Context: an optimization exercise on an open-source flow, tuned for small area and a short achievable clock period. The choices shown serve that exercise and are no tape-out recipe.
RTL that was checked went through simulation tests only; none was proved equivalent to the original.
No activity file was given, so power comes from the tool's default toggle rates.

==> build 71 <==
==> flow/design.v <==
module fp_mul(
    input clk,
    input rst,
    input [31:0] a_s,
    input [31:0] b_s,
    output reg [31:0] c_out,
    output reg overflow
);
    localparam M = 12;    
    reg [4:0] cnt;
    wire start = (cnt == 5'd0);
    wire done  = (cnt == 5'd25);
    wire eadd  = (cnt != 5'd0) && (cnt <= 5'd8);
    reg [22:0] A;         
    reg [22:0] B;         
    reg [23:0] P;         
    reg        k;         
    reg        q24, q23;  
    reg [7:0]  X;         
    reg [7:0]  Y;         
    reg        cy;        
    reg        Z;         
    reg        sx, sr;    
    wire [23:0] pp = B[0] ? {1'b1, A} : 24'd0;
    wire [M-1:0] lo  = {1'b0, P[M-2:0]} + {1'b0, pp[M-2:0]};
    wire         s1  = P[M-1] ^ pp[M-1] ^ k;
    wire         c1  = (P[M-1] & pp[M-1]) | (P[M-1] & k) | (pp[M-1] & k);
    wire         sm  = s1 ^ lo[M-1];
    wire         c2  = s1 & lo[M-1];
    wire [24-M:0] hi = {1'b0, P[23:M]} + {1'b0, pp[23:M]} + {{(24-M){1'b0}}, c1};
    wire [24:0]  U   = {hi, sm, lo[M-2:0]};
    wire es = X[0] ^ Y[0] ^ (cy & eadd);
    wire ec = (X[0] & Y[0]) | (X[0] & cy) | (Y[0] & cy);
    always @(posedge clk) begin
        if (start) begin
            A  <= a_s[22:0];
            B  <= {1'b1, b_s[22:1]};
            X  <= a_s[30:23];
            Y  <= b_s[30:23];
            cy <= 1'b1;
            sx <= a_s[31];
            sr <= a_s[31] ^ b_s[31];
            P  <= b_s[0] ? {1'b0, 1'b1, a_s[22:1]} : 24'd0;
            k  <= 1'b0;
        end else begin
            B  <= {1'b0, B[22:1]};
            X  <= {es, X[7:1]};
            Y  <= {1'b0, Y[7:1]};
            if (eadd) cy <= ec;
            P  <= U[24:1];
            k  <= c2;
        end
        q24 <= U[0];
        q23 <= q24;
        if (cnt == 5'd1) Z <= (X == 8'd0) || (Y == 8'd0);
    end
    wire        p47 = P[22];
    wire [7:0]  e   = {~X[7], X[6:0]};
    wire        e8  = ~(cy ^ X[7]);
    wire [7:0]  eo  = e + {7'd0, p47};
    wire        of  = e8 | (p47 & (&e));
    wire [22:0] fr  = p47 ? {P[21:0], q24} : {P[20:0], q24, q23};
    wire        zr  = Z | rst;
    always @(posedge clk) begin
        if (rst || done)
            cnt <= 5'd0;
        else
            cnt <= cnt + 5'd1;
        if (rst || done) begin
            c_out[31]    <= ~rst & (Z ? sx : sr);
            c_out[30:23] <= zr ? 8'd0 : eo;
            c_out[22:0]  <= zr ? 23'd0 : fr;
            overflow     <= ~rst & of;
        end
    end
endmodule
==> flow/flow/run.sh <==
#!/bin/bash
# Standard layout (the standard.sh), with these changes:
#  - port buffers made of sky130_fd_sc_hd__buf_1 cells instead of the default pick;
#  - clock tree leaves of clkbuf_8 under a clkbuf_16 root, no dummy loads;
#  - no mapping of adders to full/half-adder cells (abc maps them);
#  - abc maps the logic with flow/abc.script (no abc-level buffering or sizing;
#    the resizer does that after placement). Everything else in ORFS's scripts
#    folder is used unchanged, from a copy.
set -euo pipefail
cp -r "$FLOW_HOME/scripts" scripts_mod
cp flow/abc.script scripts_mod/abc_speed.script
export SCRIPTS_DIR="$PWD/scripts_mod"
export BUFFER_PORTS_ARGS="-buffer_cell sky130_fd_sc_hd__buf_1"
export CTS_ARGS="-sink_clustering_enable -repair_clock_nets -buf_list sky130_fd_sc_hd__clkbuf_8 -root_buf sky130_fd_sc_hd__clkbuf_16 -dont_use_dummy_load"
bash standard.sh ADDER_MAP_FILE= finish > standard_make.log 2>&1
==> flow/flow/abc.script <==
&get -n
&st
&dch
&nf
&put
==> flow/standard.sh <==
#!/bin/bash
# synth_recipe.tcl (not shown) runs the flow's synth.tcl, then flattens the netlist and writes it again
# the make line also repeats each setting of config.mk as NAME=value (left out here)
make -C /OpenROAD-flow-scripts/flow DESIGN_CONFIG=/design/flow/config.mk WORK_HOME=/design/flow/orfs CLKGATE_MAP_FILE= SYNTH_SCRIPT=/design/flow/synth_recipe.tcl "${@:-finish}"
==> flow/config.mk <==
export PLATFORM = sky130hd
export DESIGN_NAME = fp_mul
export DESIGN_NICKNAME = fp_mul
export VERILOG_FILES = /design/flow/design.v
export SDC_FILE = /design/flow/constraint.sdc
export NUM_CORES = 4
export LEC_CHECK = 0
export CAP_MARGIN = 20
export CORE_MARGIN = 2
export CORE_UTILIZATION = 40
export SETUP_SLACK_MARGIN = 2.4
export SLEW_MARGIN = 20
==> flow/constraint.sdc <==
create_clock -name core_clock -period 4.0 [get_ports {clk}]
set_input_delay 0.8000 -clock core_clock [delete_from_list [all_inputs] [get_ports {clk}]]
set_output_delay 0.8000 -clock core_clock [all_outputs]
set_load 0.01 [all_outputs]
==> build 61: changes against build 71 <==
--- a/flow/design.v
+++ b/flow/design.v
@@ -8,8 +8,10 @@
 );
     localparam M = 12;    
     reg [4:0] cnt;
-    wire start = (cnt == 5'd0);
-    wire done  = (cnt == 5'd25);
+    reg  st, dn;                
+    wire start = st;
+    wire done  = dn;
+    wire fin   = done | rst;    
     wire eadd  = (cnt != 5'd0) && (cnt <= 5'd8);
     reg [22:0] A;         
     reg [22:0] B;         
@@ -21,7 +23,8 @@
     reg        cy;        
     reg        Z;         
     reg        sx, sr;    
-    wire [23:0] pp = B[0] ? {1'b1, A} : 24'd0;
+    wire        b0 = start & b_s[0];
+    wire [23:0] pp = ({1'b1, a_s[22:0]} & {24{b0}}) | ({1'b1, A} & {24{B[0]}});
     wire [M-1:0] lo  = {1'b0, P[M-2:0]} + {1'b0, pp[M-2:0]};
     wire         s1  = P[M-1] ^ pp[M-1] ^ k;
     wire         c1  = (P[M-1] & pp[M-1]) | (P[M-1] & k) | (pp[M-1] & k);
@@ -34,22 +37,20 @@
     always @(posedge clk) begin
         if (start) begin
             A  <= a_s[22:0];
-            B  <= {1'b1, b_s[22:1]};
+            B  <= {1'b1, b_s[22:2], b_s[1] & ~rst};
             X  <= a_s[30:23];
             Y  <= b_s[30:23];
             cy <= 1'b1;
             sx <= a_s[31];
             sr <= a_s[31] ^ b_s[31];
-            P  <= b_s[0] ? {1'b0, 1'b1, a_s[22:1]} : 24'd0;
-            k  <= 1'b0;
         end else begin
-            B  <= {1'b0, B[22:1]};
+            B  <= {1'b0, B[22:2], B[1] & ~fin};
             X  <= {es, X[7:1]};
             Y  <= {1'b0, Y[7:1]};
             if (eadd) cy <= ec;
-            P  <= U[24:1];
-            k  <= c2;
         end
+        P   <= fin ? 24'd0 : U[24:1];
+        k   <= ~fin & c2;
         q24 <= U[0];
         q23 <= q24;
         if (cnt == 5'd1) Z <= (X == 8'd0) || (Y == 8'd0);
@@ -62,11 +63,13 @@
     wire [22:0] fr  = p47 ? {P[21:0], q24} : {P[20:0], q24, q23};
     wire        zr  = Z | rst;
     always @(posedge clk) begin
-        if (rst || done)
+        if (fin)
             cnt <= 5'd0;
         else
             cnt <= cnt + 5'd1;
-        if (rst || done) begin
+        st <= fin;
+        dn <= ~rst & (cnt == 5'd24);
+        if (fin) begin
             c_out[31]    <= ~rst & (Z ? sx : sr);
             c_out[30:23] <= zr ? 8'd0 : eo;
             c_out[22:0]  <= zr ? 23'd0 : fr;
--- a/flow/config.mk
+++ b/flow/config.mk
@@ -8,5 +8,5 @@
 export CAP_MARGIN = 20
 export CORE_MARGIN = 2
 export CORE_UTILIZATION = 40
-export SETUP_SLACK_MARGIN = 2.4
+export SETUP_SLACK_MARGIN = 2.0
 export SLEW_MARGIN = 20
==> build 41: changes against build 71 <==
--- a/flow/design.v
+++ b/flow/design.v
@@ -8,8 +8,9 @@
 );
     localparam M = 12;    
     reg [4:0] cnt;
-    wire start = (cnt == 5'd0);
-    wire done  = (cnt == 5'd25);
+    reg  st, dn;                
+    wire start = st;
+    wire done  = dn;
     wire eadd  = (cnt != 5'd0) && (cnt <= 5'd8);
     reg [22:0] A;         
     reg [22:0] B;         
@@ -57,19 +58,23 @@
     wire        p47 = P[22];
     wire [7:0]  e   = {~X[7], X[6:0]};
     wire        e8  = ~(cy ^ X[7]);
-    wire [7:0]  eo  = e + {7'd0, p47};
     wire        of  = e8 | (p47 & (&e));
-    wire [22:0] fr  = p47 ? {P[21:0], q24} : {P[20:0], q24, q23};
     wire        zr  = Z | rst;
+    wire        n1  = ~zr & p47;
+    wire        n0  = ~zr & ~p47;
+    wire [7:0]  eo  = (e & {8{~zr}}) + {7'd0, n1};
+    wire [22:0] fr  = ({23{n1}} & {P[21:0], q24}) | ({23{n0}} & {P[20:0], q24, q23});
     always @(posedge clk) begin
         if (rst || done)
             cnt <= 5'd0;
         else
             cnt <= cnt + 5'd1;
+        st <= rst | done;
+        dn <= ~rst & (cnt == 5'd24);
         if (rst || done) begin
             c_out[31]    <= ~rst & (Z ? sx : sr);
-            c_out[30:23] <= zr ? 8'd0 : eo;
-            c_out[22:0]  <= zr ? 23'd0 : fr;
+            c_out[30:23] <= eo;
+            c_out[22:0]  <= fr;
             overflow     <= ~rst & of;
         end
     end
==> flow/flow/abc.script (replaced) <==
strash
dch
map -B 0.9
topo
stime -c
buffer -c
upsize -c
dnsize -c
--- a/flow/config.mk
+++ b/flow/config.mk
@@ -8,5 +8,6 @@
 export CAP_MARGIN = 20
 export CORE_MARGIN = 2
 export CORE_UTILIZATION = 40
-export SETUP_SLACK_MARGIN = 2.4
+export SETUP_SLACK_MARGIN = 2.3
 export SLEW_MARGIN = 20
+export TNS_END_PERCENT = 0
==> comparison table <==
Arrival time reported for the critical path endpoint: build 41 1.93 ns; build 71 2.26 ns; build 61 2.67 ns
Design Power: build 41 3.03 mW; build 71 4.33 mW; build 61 3.16 mW
Worst voltage drop across the vdd grid: build 41 0.000280 V; build 71 0.000261 V; build 61 0.000245 V
Clock skew: build 41 0.0150 ns; build 71 0.0232 ns; build 61 0.0129 ns
Fraction of the mapped netlist area in compound gates: build 41 9.64%; build 71 10.9%; build 61 13.6%
Detailed route wirelength on metal3: build 41 586 um; build 71 936 um; build 61 793 um
Xor/xnor share of the synthesized area: build 41 1.28%; build 71 4.70%; build 61 6.35%
Detailed-route vias per instance: build 41 4.85; build 71 5.20; build 61 5.29
Last element of the critical path: build 41 c_out[26]; build 71 P[19]; build 61 P[21]
Fmax: build 41 0.550 GHz; build 71 0.494 GHz; build 61 0.410 GHz
Worst-Skew Late Latency: build 41 0.37 ns; build 71 0.36 ns; build 61 0.37 ns
Total Wirelength: build 41 13900 um; build 71 14800 um; build 61 13000 um
Result of the run: build 41 no timing/DRC/antenna violations; build 71 no timing/DRC/antenna violations; build 61 no timing/DRC/antenna violations
Post-Syn Area: build 41 6140 sq um; build 71 5590 sq um; build 61 5620 sq um
Final core utilization: build 41 46.5%; build 71 53.5%; build 61 52.7%
Met2 layer usage reported by global route: build 41 29.0%; build 71 31.6%; build 61 29.4%
Nets@finish: build 41 935; build 71 804; build 61 701
Row count: build 41 45; build 71 43; build 61 43
Global routing usage summed across all routing layers: build 41 17.7%; build 71 19.6%; build 61 18.2%
Crit path depth: build 41 8; build 71 8; build 61 10
NetSw: build 41 0.880 mW; build 71 1.55 mW; build 61 0.895 mW
Final HPWL from detailed placement: build 41 9580 um; build 71 8110 um; build 61 8010 um
Only the layout flow was run in build 61; the RTL was not checked for function there.

[port drivers added, routing unchanged]
No port has a modelled driver above. Below, the same layouts with a new extraction and two added sets of constraints. Step 1 sets driving cells, clkbuf_16 on the clock port and buf_2 on the other inputs (assumed; they add their load-dependent delay and slew). Step 2 moves the port delays by t, midway between the first and last clock arrival at a register: inputs arrive t later, outputs are due t later. That takes back most of the time a late clock gives input paths. Slacks: ideal / step 1 / step 2; pairs: ideal / step 1.
run | shift t [ns] | setup slack, ns | worst data-port slew with drivers (ns)
build 71 | 0.392 | 1.974 / 1.974 / 1.974 | 0.05
build 61 | 0.404 | 1.561 / 1.563 / 1.159 | 0.06
build 41 | 0.404 | 2.183 / 2.200 / 1.796 | 0.04
After both steps setup and hold are still met in every run listed. The setup slack of build 61, which loses most, moves by +0.002 ns with the drivers and by -0.402 ns with both steps.
